Source: an optimization exercise on an open RTL-to-GDS flow (aim: small area, a short achievable clock period and few clock cycles per item). Production flows keep margins and buffers that such runs may drop.
In this exercise RTL edits were held to simulation tests only and were not proved equivalent to the original.

maple:
==> flow/design.v (excerpt) <==
module muldiv_top (
    input  logic               clk,
    input  logic               rst_n,
    input  logic [3:0]         op_i,
    input  logic [31:0]        opr1_i,
    input  logic [31:0]        opr2_i,
    input  logic               flush_i,
    output logic               busy_o,
    output logic               done_o,
    output logic [31:0]        result_o
);
export LEC_CHECK = 0
export CAP_MARGIN = 20
export CORE_MARGIN = 2
export CORE_UTILIZATION = 55
export PLACE_DENSITY = 0.7
export SLEW_MARGIN = 20
export TNS_END_PERCENT = 100
create_clock -name core_clock -period 14.0 [get_ports {clk}]
standard.sh (not shown) runs the stock make flow with config.mk's settings and CLKGATE_MAP_FILE= SYNTH_SCRIPT=/design/flow/synth_recipe.tcl, a recipe that flattens the netlist after the stock synthesis.
==> flow/flow/run.sh <==
#!/bin/bash
set -euo pipefail
bash standard.sh finish SETUP_SLACK_MARGIN=7 > standard_flow.log 2>&1
Looking at the reports, maple completed the entire flow and the layout it produced met the timing, design-rule and antenna checks.
Testbench counts of maple, summed over its fixed seeds: cycles 3,733, ops 2,400.
The inputs of quartz differ from those of maple as listed below.
==> flow/run.sh (new file) <==
#!/bin/bash
# synth_recipe.tcl (not shown) runs the flow's synth.tcl, then flattens the netlist and writes it again
# the make line also repeats each setting of config.mk as NAME=value (left out here)
make -C /OpenROAD-flow-scripts/flow DESIGN_CONFIG=/design/flow/config.mk WORK_HOME=/design/flow/orfs CLKGATE_MAP_FILE= SYNTH_SCRIPT=/design/flow/synth_recipe.tcl finish
diff --git a/flow/config.mk b/flow/config.mk
--- a/flow/config.mk
+++ b/flow/config.mk
@@ -11,0 +12 @@
+export SETUP_SLACK_MARGIN = 5
removed: flow/flow/run.sh
removed: flow/standard.sh
- From maple to quartz the numbers moved as follows: part of the cycle the worst path needs went up 6.5 points; total of plain and repair buffers excluding clock buffers went down 59%.
- The clock buffer count in the final layout reported for quartz is greater than that of maple by 3.
- Compared to maple, quartz leaves more free space in the core.
- Share of cells above drive strength 1 ended up 13 points lower on quartz than on maple.
- quartz — synthesis-to-finish area growth 15 points lower, maple as reference

---

== red ==
muldiv_top, a different RTL version from the one above (not shown whole).
==> flow/config.mk <==
export PLATFORM = sky130hd
export DESIGN_NAME = muldiv_top
export DESIGN_NICKNAME = muldiv_top
export VERILOG_FILES = /design/flow/design.v
export SDC_FILE = /design/flow/constraint.sdc
export NUM_CORES = 4
export LEC_CHECK = 0
export CAP_MARGIN = 20
export CORE_MARGIN = 2
export CORE_UTILIZATION = 55
export PLACE_DENSITY = 0.7
export SETUP_SLACK_MARGIN = 5
export SLEW_MARGIN = 20
export TNS_END_PERCENT = 100
==> flow/constraint.sdc <==
create_clock -name core_clock -period 14.0 [get_ports {clk}]
set_input_delay 2.8000 -clock core_clock [delete_from_list [all_inputs] [get_ports {clk}]]
set_output_delay 2.8000 -clock core_clock [all_outputs]
set_load 0.01 [all_outputs]
run.sh (not shown) runs the stock make flow with config.mk's settings and CLKGATE_MAP_FILE= SYNTH_SCRIPT=/design/flow/synth_recipe.tcl, a recipe that flattens the netlist after the stock synthesis.
Stock flow here: none of the scripts above is used.
red: flow completed, timing, DRC and antenna clean
Testbench counts of red, summed over its fixed seeds: cycles 3,733, ops 2,400.
Changes in blue relative to red:
--- a/flow/config.mk
+++ b/flow/config.mk
@@ -9,6 +9,4 @@
 export CORE_MARGIN = 2
-export CORE_UTILIZATION = 55
-export PLACE_DENSITY = 0.7
-export SETUP_SLACK_MARGIN = 5
+export CORE_UTILIZATION = 40
+export PLACE_DENSITY = 0.6
 export SLEW_MARGIN = 20
-export TNS_END_PERCENT = 100
### Flow results
red → blue: diode insertion count for antenna repair moved up; area fraction of clock buffers and clock inverters was more or less identical.
Compared red against blue; final clock skew within noise.
Summary — least setup slack across all paths after layout, blue relative to red: lower, by 1640 ps.
Measured against each other, red and blue differ in remaining max-slew budget at the tightest pin, the higher figure coming from red.
Global-route wire length before repair of blue exceeds that of red by a few percent.
Comparing red against blue, there is no change at all in share of async-settable or async-resettable flops after synthesis.
b_q[11] as the critical path startpoint was reported by red, and b_q[7] by blue.
Across red and blue, none had a timing, DRC or antenna violation.

[port drivers added, routing unchanged]
No port has a modelled driver above. Below, the same layouts with a new extraction and two added sets of constraints. Step 1 (the two cells are an assumption about what drives the block):
set clk [get_ports {clk}]
set_driving_cell -lib_cell sky130_fd_sc_hd__clkbuf_16 $clk
set_driving_cell -lib_cell sky130_fd_sc_hd__buf_2 [delete_from_list [all_inputs] $clk]
Step 2 also shifts input and output timing later by t, the mid clock arrival at the registers, as if the neighbouring blocks saw the same clock. a / b / c = ideal / step 1 / step 2; a / b = the first two.
| run | t (ns) | slack for setup (ns) | worst setup path at the end | worst slew at a driven data input, ns |
|---|---|---|---|---|
| maple | 0.550 | 5.906 / 5.906 / 5.906 | register to register | 0.10 |
| quartz | 0.552 | 5.001 / 5.001 / 4.979 | input to register | 0.08 |
| red | 0.490 | 5.008 / 5.008 / 4.832 | input to register | 0.05 |
| blue | 0.516 | 3.371 / 3.371 / 3.371 | register to register | 0.07 |
After both steps setup and hold are still met in every run listed. For red, which loses most, drivers alone change the setup slack by 0.000 ns; drivers and shift together by -0.176 ns.
